This design comes from an exercise in tuning for small area, a short achievable clock period and few clock cycles on the open sky130 flow, not from production work. RTL that was checked went through simulation tests only; none was proved equivalent to the original. Power figures rest on the tool's default switching activity, not on a simulated workload.

## run 1
Design ALU_standard_calculator_n_bit, start of the top module:
module ALU_standard_calculator_n_bit #(parameter n = 32)(
    input clk,
    input rst,
    input [2:0] op,
    input signed [n-1:0] a,
    input signed [n-1:0] b,
    output signed [2*n-1:0] result,
    output reg valid_result
);
==> flow/config.mk <==
export PLATFORM = sky130hd
export DESIGN_NAME = ALU_standard_calculator_n_bit
export DESIGN_NICKNAME = ALU_standard_calculator_n_bit
export VERILOG_FILES = /design/flow/design.v
export SDC_FILE = /design/flow/constraint.sdc
export NUM_CORES = 4
export LEC_CHECK = 0
export CAP_MARGIN = 10
export CORE_MARGIN = 2
export CORE_UTILIZATION = 40
export SLEW_MARGIN = 10
==> flow/constraint.sdc <==
create_clock -name core_clock -period 18.0 [get_ports {clk}]
set_input_delay 3.6000 -clock core_clock [delete_from_list [all_inputs] [get_ports {clk}]]
set_output_delay 3.6000 -clock core_clock [all_outputs]
set_load 0.01 [all_outputs]
standard.sh (not shown) runs the stock make flow with config.mk's settings and CLKGATE_MAP_FILE= SYNTH_SCRIPT=/design/flow/synth_recipe.tcl, a recipe that flattens the netlist after the stock synthesis.
==> flow/flow/run.sh <==
#!/bin/bash
set -euo pipefail
bash standard.sh "BUFFER_PORTS_ARGS=-buffer_cell sky130_fd_sc_hd__buf_1" \
  SETUP_SLACK_MARGIN=10.5 TNS_END_PERCENT=10 finish > standard_flow.log 2>&1
Testbench counts of run 1, summed over its fixed seeds: cycles 13,608.
Modified inputs, run 2 compared to run 1
Settings: changing CAP_MARGIN from 10 to 20; changing SLEW_MARGIN from 10 to 20.
==> flow/flow/run.sh <==
#!/bin/bash
set -euo pipefail
bash standard.sh "BUFFER_PORTS_ARGS=-buffer_cell sky130_fd_sc_hd__buf_1" \
  SETUP_SLACK_MARGIN=11 TNS_END_PERCENT=10 finish > standard_flow.log 2>&1
Findings:
Run 2 ends up with lower sequential share of layout area than run 1 does. Compared with run 1, in run 2 met2 demand-to-capacity share in global routing shows an increase of 0.17 points, maximum net fanout on the critical path shows a reduction of 20%, cell area shows an increase of about 3%, worst IR drop on VDD shows an increase of 0.033 mV, final standard cell count with taps included and fillers excluded shows an increase of 0.64%. Summary of run 2 over run 1: final-layout fill cell count fell by 50; worst slack on hold paths saw a decrease. Global-route wire length before repair (run 2 vs. run 1) increases by a few percent.
Input-level comparison between run 3 and run 2:
==> flow/flow/run.sh <==
#!/bin/bash
set -euo pipefail
bash standard.sh "BUFFER_PORTS_ARGS=-buffer_cell sky130_fd_sc_hd__buf_1" \
  SETUP_SLACK_MARGIN=10.25 TNS_END_PERCENT=10 finish > standard_flow.log 2>&1
Findings:
- Run 3 ran to completion and came out clean on the timing, design-rule and antenna checks.
- Maximum clock rate: higher on run 2
- Relative to run 2, total of fill cells in the finished design has increased by about 0.9% in run 3.
- Delta(core utilization, run 3 - run 2) < 0
- NOTE: sequential group power in run 3 exceeds that of run 2
The inputs of run 4 differ from those of run 3 as listed below.
==> flow/flow/run.sh <==
#!/bin/bash
set -euo pipefail
bash standard.sh "BUFFER_PORTS_ARGS=-buffer_cell sky130_fd_sc_hd__buf_1" \
  SETUP_SLACK_MARGIN=10.5 TNS_END_PERCENT=10 finish > standard_flow.log 2>&1
Results
Per the comparison of run 4 with run 3, final core utilization saw an increase; placer's final routability congestion estimate decreased 5.5%; total met3 wirelength after detailed routing went down 1.2 mm; total design power climbed 0.62%; number of placed I/O pins level. In run 4, the final cell count came out 15 above the value in run 3. Run 3 has a higher logic depth of the worst setup path including buffers than run 4.
Setup changes, run 4 to run 5
==> flow/flow/run.sh <==
#!/bin/bash
set -euo pipefail
bash standard.sh "BUFFER_PORTS_ARGS=-buffer_cell sky130_fd_sc_hd__buf_1" \
  SETUP_SLACK_MARGIN=10.75 TNS_END_PERCENT=10 finish > standard_flow.log 2>&1
Notes after the runs:
- Run 5: no failed stages, no open violations at the end
- Number of multi-input logic gates of run 5 is on par with run 4.
- [compare] base=run 4 new=run 5: number of fill cells shrank by about 2.4%; worst hold slack after final layout shrank by 0.0057 ns.
- Iteration count of the initial detailed-routing pass up 6 in run 5 wrt run 4
- On minimum period implied by the final worst setup slack, run 4 loses to run 5.
- Run 4 → run 5: flip-flop and latch count essentially unchanged; first-iteration DRC count increased 1.5%.
- When run 5 is set beside run 4, its layout buffering overhead excluding clock cells turns out to be 0.30 points larger.
- Summary — number of non-clock buffers, run 5 relative to run 4: higher, by about 2.5%.

---

Setup of P:
The RTL this note starts from:
==> flow/design.v <==
module ALU_standard_calculator_n_bit #(parameter n = 32)(
    input clk,
    input rst,
    input [2:0] op,
    input signed [n-1:0] a,
    input signed [n-1:0] b,
    output signed [2*n-1:0] result,
    output reg valid_result
);
    localparam W = 40;                
    reg [31:0] H, L;                  
    reg [31:0] A;                     
    reg        busy;                  
    reg        mmul;                  
    reg        bc;                    
    reg        sq;                    
    reg        dz;                    
    reg        dfirst;                
    reg        dneg;                  
    reg [4:0]  cnt;
    reg [6:0]  mq;                    
    reg [7:0]  mlast;
    assign result = {H, L};
    wire op_sub = (op == 3'b001);
    wire op_mul = (op == 3'b010);
    wire op_div = (op == 3'b011);
    wire op_and = (op == 3'b100);
    wire op_not = (op == 3'b111);
    wire op_log = op[2];
    wire sa = a[31];
    wire sb = b[31];
    wire [31:0] xa = a ^ {32{sa}};
    wire [31:0] xb = b ^ {32{sb}};
    wire [31:0] x1 = a ^ {32{op_div & sa}};
    wire [31:0] y1 = (op_mul | op_div) ? 32'b0 : op_not ? 32'hffffffff : b ^ {32{op_sub}};
    wire        c1 = op_sub | (op_div & sa);
    wire [31:0] pg = x1 ^ y1;
    wire [31:0] gg = x1 & y1;
    wire [31:0] lg = (pg & {32{~op_and}}) | (gg & {32{~op[1]}});
    function [31:0] smear;
        input [31:0] x;
        reg [31:0] v;
        begin
            v = x;
            v = v | {1'b0, v[31:1]};
            v = v | {2'b0, v[31:2]};
            v = v | {4'b0, v[31:4]};
            v = v | {8'b0, v[31:8]};
            v = v | {16'b0, v[31:16]};
            smear = v;
        end
    endfunction
    function [5:0] smlen;
        input [31:0] m;
        reg [31:0] h;
        reg [4:0] k;
        integer i;
        begin
            h = m & ~{1'b0, m[31:1]};
            k = 5'd0;
            for (i = 0; i < 32; i = i + 1)
                k = k | (h[i] ? i[4:0] : 5'd0);
            smlen = m[0] ? {1'b0, k} + 6'd1 : 6'd0;
        end
    endfunction
    wire [31:0] smA = smear(xa);
    wire [31:0] smB = smear(xb);
    wire [31:0] smA1 = sa ? {smA[30:0], 1'b1} : smA;    
    wire early = |(smB & ~smA1);                        
    wire [6:0] mq_n = {1'b0, smlen(smA1)} - {1'b0, smlen(smB)} + 7'd1;
    wire [7:0] mone;
    assign mone[0] = (mq == 1);
    assign mone[1] = (mq == 2);
    assign mone[2] = (mq == 3);
    assign mone[3] = (mq == 4);
    assign mone[4] = (mq == 5) || (mq == 6);
    assign mone[5] = (mq >= 7) && (mq <= 9);
    assign mone[6] = (mq >= 10) && (mq <= 12);
    assign mone[7] = (mq >= 13);
    wire [4:0] dcnt = {mone[7], mone[5] | mone[6] | mone[7], mone[4] | mone[7],      
                       mone[2] | mone[3] | mone[6] | mone[7],
                       mone[1] | mone[3] | mone[4] | mone[6] | mone[7]};
    wire [7:0] msel = dfirst ? mone : mlast;
    wire dlast = dfirst ? mone[0] : (cnt == 0);         
    wire [31:0] rinit = msel[0] ? {1'b0,  L[31:1]} :
                        msel[1] ? {2'b0,  L[31:2]} :
                        msel[2] ? {3'b0,  L[31:3]} :
                        msel[3] ? {4'b0,  L[31:4]} :
                        msel[4] ? {6'b0,  L[31:6]} :
                        msel[5] ? {9'b0,  L[31:9]} :
                        msel[6] ? {12'b0, L[31:12]} : 32'b0;
    wire dbit = |(msel & {L[31], L[11], L[8], L[5], L[3], L[2], L[1], L[0]});
    wire [31:0] mask = {{20{msel[7]}}, {3{msel[7] | msel[6]}}, {3{|msel[7:5]}},
                        {2{|msel[7:4]}}, |msel[7:3], |msel[7:2], |msel[7:1], 1'b1};
    wire [31:0] rsrc = dfirst ? rinit : H;
    wire [31:0] dx = {rsrc[30:0], dbit};                
    wire dstep = ~mmul & ~dneg;
    wire [8:0] mb = {L[7:0], bc};
    reg  [3:0] rone, rtwo, rneg;
    integer j;
    always @(*) begin
        for (j = 0; j < 4; j = j + 1) begin
            rone[j] = mmul & (mb[2*j+1] ^ mb[2*j]);
            rtwo[j] = mmul & ((mb[2*j+2] & ~mb[2*j+1] & ~mb[2*j]) | (~mb[2*j+2] & mb[2*j+1] & mb[2*j]));
            rneg[j] = mmul & mb[2*j+2] & ~(mb[2*j+1] & mb[2*j]);
        end
        rone[0] = rone[0] | dstep;
        rneg[0] = rneg[0] | (dstep & ~A[31]);
    end
    function [33:0] bpp;              
        input one, two, neg;
        input [31:0] m;
        begin
            bpp = (one ? {m[31], m[31], m} : two ? {m[31], m, 1'b0} : 34'b0) ^ {34{neg}};
        end
    endfunction
    wire [33:0] pp0 = bpp(rone[0], rtwo[0], rneg[0], A);
    wire [33:0] pp1 = bpp(rone[1], rtwo[1], rneg[1], A);
    wire [33:0] pp2 = bpp(rone[2], rtwo[2], rneg[2], A);
    wire [33:0] pp3 = bpp(rone[3], rtwo[3], rneg[3], A);
    wire n3 = rneg[3];
    wire [33:0] hrow = dstep ? {2'b10, dx} : {~H[31], H[31], H};
    wire [W-1:0] hr = {6'b0, hrow};
    wire [W-1:0] r0 = {6'b010101, ~pp0[33], pp0[32:0]};
    wire [W-1:0] r1 = {4'b0, ~pp1[33], pp1[32:0], n3, rneg[0]};
    wire [W-1:0] r2 = {2'b0, ~pp2[33], pp2[32:0], n3, rneg[1], n3, n3};
    wire [W-1:0] r3 = {~pp3[33], pp3[32:0], n3, rneg[2], n3, n3, n3, n3};
    wire [W-1:0] s1 = hr ^ r0 ^ r1;
    wire [W-1:0] k1 = {((hr & r0) | (hr & r1) | (r0 & r1)), n3};
    wire [W-1:0] s2 = s1 ^ k1 ^ r2;
    wire [W-1:0] k2 = {((s1 & k1) | (s1 & r2) | (k1 & r2)), n3};
    wire [W-1:0] s3 = s2 ^ k2 ^ r3;
    wire [W-1:0] k3 = {((s2 & k2) | (s2 & r3) | (k2 & r3)), n3};
    wire [W-1:0] ax = busy ? s3 : {{8{x1[31] & ~op_div}}, x1};
    wire [W-1:0] ay = busy ? k3 : {{8{y1[31]}}, y1};
    wire         ac = busy ? (n3 | dneg) : c1;
    wire [W:0] sum1 = {ax, ac} + {ay, ac};              
    wire [W-1:0] sum = sum1[W:1];
    wire ge = ~sum[W-1];
    wire [31:0] qn = {L[30:0], ge} & mask;              
    always @(posedge clk) begin
        A <= b;
        if (!busy) begin
            mmul <= op_mul;
            bc <= 1'b0;
            sq <= sa ^ sb;
            dz <= (b == 0);
            dfirst <= 1'b1;
            mq <= mq_n;
            cnt <= 5'd3;
            H <= {32{op_log ? lg[31] : sum[32] & ~op[1]}};
            L <= op_log ? lg : sum[31:0] & {32{~(op_div & early)}};
        end else if (!valid_result) begin
            if (mmul) begin
                H <= sum[W-1:8];
                L <= {sum[7:0], L[31:8]};
                bc <= L[7];
                cnt <= cnt - 5'd1;
            end else if (dneg) begin
                H <= {32{sum[31]}};
                L <= sum[31:0];
            end else begin
                dfirst <= 1'b0;
                mlast <= mone;
                H <= dlast ? (sq ? ~qn : 32'b0) : (ge ? sum[31:0] : dx);
                L <= qn;
                cnt <= (dfirst ? dcnt : cnt) - 5'd1;
            end
        end
    end
    always @(posedge clk or posedge rst) begin
        if (rst) begin
            busy <= 1'b0;
            valid_result <= 1'b0;
            dneg <= 1'b0;
        end else begin
            busy <= 1'b1;
            if (!busy) begin
                valid_result <= !(op_mul || (op_div && !early));
            end else if (!valid_result) begin
                if (mmul) begin
                    if (cnt == 0) valid_result <= 1'b1;
                end else if (dneg) begin
                    valid_result <= 1'b1;
                end else if (dlast && !dz) begin
                    if (sq) dneg <= 1'b1;
                    else valid_result <= 1'b1;
                end
            end
        end
    end
endmodule
==> flow/config.mk <==
export PLATFORM = sky130hd
export DESIGN_NAME = ALU_standard_calculator_n_bit
export DESIGN_NICKNAME = ALU_standard_calculator_n_bit
export VERILOG_FILES = /design/flow/design.v
export SDC_FILE = /design/flow/constraint.sdc
export NUM_CORES = 4
export LEC_CHECK = 0
export CAP_MARGIN = 20
export CORE_MARGIN = 2
export CORE_UTILIZATION = 40
export SLEW_MARGIN = 20
==> flow/constraint.sdc <==
create_clock -name core_clock -period 18.0 [get_ports {clk}]
set_input_delay 3.6000 -clock core_clock [delete_from_list [all_inputs] [get_ports {clk}]]
set_output_delay 3.6000 -clock core_clock [all_outputs]
set_load 0.01 [all_outputs]
==> flow/flow/run.sh <==
#!/bin/bash
set -euo pipefail
bash standard.sh SETUP_SLACK_MARGIN=11 TNS_END_PERCENT=10 finish > standard_flow.log 2>&1
Changes in Q relative to P:
==> flow/flow/run.sh <==
#!/bin/bash
set -euo pipefail
bash standard.sh SETUP_SLACK_MARGIN=12 TNS_END_PERCENT=10 finish > standard_flow.log 2>&1
Comparing Q against P, there is no change at all in relative area change from synthesis to final layout. Post-synthesis instance area essentially unchanged between P and Q. ~same post-CTS clock slew at the launch and capture registers of the worst setup and hold paths in Q and P. Comparing Q against P, there is no change at all in synthesized cell count.
No run of this note included a check of the RTL's function; only the layout flow was run.

---

Setup of build 60:
Another version of the RTL of ALU_standard_calculator_n_bit (not shown whole).
For scale: about 2,800 cells after synthesis, about 130 I/O pins, about 0.022 mm^2 of cells after synthesis.
clock: 18.0 ns
lec_check: 0
cap_margin: 20
core_margin: 2
core_utilization: 40
slew_margin: 20
==> flow/flow/run.sh <==
#!/bin/bash
set -euo pipefail
bash standard.sh SETUP_SLACK_MARGIN=12 TNS_END_PERCENT=10 finish > standard_flow.log 2>&1
Build 60 reached the end of the flow, and the finished layout is clean on the timing, design-rule and antenna checks.
Testbench counts of build 60, summed over its fixed seeds: cycles 13,608.
Setup changes, build 60 to build 43
- PLACE_DENSITY newly set to 0.75
- CORE_UTILIZATION changed from 40 to 50
## What came out
Comparing build 60 and build 43, the lower count of fill cells added during filler insertion was measured on build 43. Build 43 vs. build 60: maximum number of pins on one net before global-route repair now sits lower, setup slack now sits lower. Between build 43 and build 60, it is build 43 whose largest incremental delay on the critical path is higher, by 0.23 ns. Diff build 60 -> build 43: wire length went down; global-route met1 utilization rose by 12 points; portion of the layout cell area used by non-clock buffers shrank by 0.47 points; core footprint dropped 0.011 mm^2.
Changes in build 79 relative to build 43:
- PLACE_DENSITY no longer set, was 0.75
- CORE_UTILIZATION now 40, was 50
==> flow/flow/run.sh <==
#!/bin/bash
set -euo pipefail
bash standard.sh "BUFFER_PORTS_ARGS=-buffer_cell sky130_fd_sc_hd__buf_1" \
  SETUP_SLACK_MARGIN=12 TNS_END_PERCENT=10 finish > standard_flow.log 2>&1
## What came out
- Every stage of the flow completed for build 79, and the final layout passed the timing, design-rule and antenna checks.
- Compared with build 43, in build 79 number of hold violations in the final report did not really move; global-route usage went down; number of setup violations in the final report did not really move; critical path buffer and inverter count went up.
- Delta(post-placement setup slack, build 79 - build 43) > 0
- Delta (build 79 minus build 43): global-route wire length before repair increased by about 0.6% relative to the old numbers, fraction of power spent switching nets increased by 0.51 points relative to the old numbers, area of the die increased by 25% relative to the old numbers, slack of the critical path increased by 0.23 ns relative to the old numbers.

---

## lagoon
ALU_standard_calculator_n_bit, a different RTL version from the one above (not shown whole).
For scale: roughly 2800 cells after synthesis.
export LEC_CHECK = 0
export CAP_MARGIN = 20
export CORE_MARGIN = 2
export CORE_UTILIZATION = 40
export SLEW_MARGIN = 20
create_clock -name core_clock -period 18.0 [get_ports {clk}]
==> flow/flow/run.sh <==
#!/bin/bash
set -euo pipefail
bash standard.sh "BUFFER_PORTS_ARGS=-buffer_cell sky130_fd_sc_hd__buf_1" \
  SETUP_SLACK_MARGIN=11 TNS_END_PERCENT=10 finish > standard_flow.log 2>&1
Testbench counts of lagoon, summed over its fixed seeds: cycles 13,608.
#### Input delta (quartz over lagoon)
==> flow/flow/run.sh <==
#!/bin/bash
set -euo pipefail
bash standard.sh "BUFFER_PORTS_ARGS=-buffer_cell sky130_fd_sc_hd__buf_1" \
  SETUP_SLACK_MARGIN=10.5 TNS_END_PERCENT=10 finish > standard_flow.log 2>&1
### Flow results
quartz vs lagoon — overall track demand over capacity in global routing dropped 0.99 points. quartz improves on lagoon in power. The lower share of final layout cell area taken by non-clock buffers came out of quartz. When the final numbers for lagoon and quartz were put side by side, the routed metal-1 wirelength turned out to be greater in lagoon.
Inputs modified between quartz and maple:
==> flow/flow/run.sh <==
#!/bin/bash
set -euo pipefail
bash standard.sh "BUFFER_PORTS_ARGS=-buffer_cell sky130_fd_sc_hd__buf_1" \
  SETUP_SLACK_MARGIN=12 TNS_END_PERCENT=10 finish > standard_flow.log 2>&1
--- outcome ---
Relative to quartz, hold slack decreased by 0.0041 ns in maple. maple reports a lower period utilization than quartz does. Est. power | maple vs quartz | maple higher. On placed cell area, quartz and maple are neck and neck. The utilization in maple was higher than what quartz gave. Data arrival time of the critical path, quartz and maple: larger value in quartz. Per the final summary, maple finished and its layout is clean on timing, DRC and antenna. On minimum clock period after layout: maple sits below quartz. Per the comparison of maple with quartz, cell count went up 122, combinational share of power picked up an extra 3.0 points.
> inputs changed (maple -> pepper)
==> flow/flow/run.sh <==
#!/bin/bash
set -euo pipefail
bash standard.sh "BUFFER_PORTS_ARGS=-buffer_cell sky130_fd_sc_hd__buf_1" \
  SETUP_SLACK_MARGIN=10.5 TNS_END_PERCENT=0 finish > standard_flow.log 2>&1
Results
Clock group share of total power sits higher in pepper than in maple.
Any difference in clock insertion delay at the later pin of the skew report between pepper and maple is small enough to ignore.
Hold slack essentially unchanged between pepper and maple.
[pepper vs maple] ratio of final minimum period to clock period: higher in pepper
pepper ended up with a higher stage delay of the slowest cell on the critical path than maple did.
pepper against maple; final standard cell area without fillers is down by a little under 10%.
For maple, the most common cell after layout, fill and taps aside was sky130_fd_sc_hd__nand2_1, unlike pepper, where it was sky130_fd_sc_hd__a21oi_1.
From maple to pepper the numbers moved as follows: filler cell count up about 5%, clock input transition at the sequential cells of the worst setup and hold paths stayed essentially flat.
Going from maple to pepper, total detailed-routing wirelength -about 8%; weighted congestion at the end of routability-driven global placement lower.

static timing again, ports no longer ideal:
In the flow no input, the clock included, has a driving cell. The finished layouts below were timed again as built, in two steps. Step 1 sets driving cells, clkbuf_16 on the clock port and buf_2 on the other inputs (assumed; they add their load-dependent delay and slew). Step 2 also shifts input and output timing later by t, the mid clock arrival at the registers, as if the neighbouring blocks saw the same clock. a / b / c = no drivers / after step 1 / after step 2; a / b = the first two.
run	shift t [ns]	setup slack, ns	worst setup path at the end	pins driven straight from the clock port
run 1	0.501	10.572 / 10.572 / 10.203	input to register	1
run 2	0.504	10.912 / 10.912 / 10.483	input to register	1
run 3	0.502	10.412 / 10.412 / 9.964	input to register	1
run 4	0.504	10.703 / 10.722 / 10.230	input to register	1
run 5	0.510	10.825 / 10.862 / 10.352	input to register	1
P	0.556	10.067 / 10.103 / 9.547	input to register	1
Q	0.556	10.067 / 10.103 / 9.547	input to register	1
build 60	0.546	10.997 / 11.009 / 10.463	input to register	1
build 43	0.540	10.740 / 10.740 / 10.540	input to register	1
build 79	0.555	10.966 / 10.954 / 10.399	input to register	1
lagoon	0.545	10.944 / 10.852 / 10.307	input to register	1
quartz	0.542	10.652 / 10.676 / 10.134	input to register	1
maple	0.552	11.039 / 10.934 / 10.382	input to register	1
pepper	0.545	10.524 / 10.550 / 10.005	input to register	1
After both steps every run listed still meets setup and hold. The setup slack of maple, which loses most, moves by -0.105 ns with the drivers and by -0.657 ns with both steps.
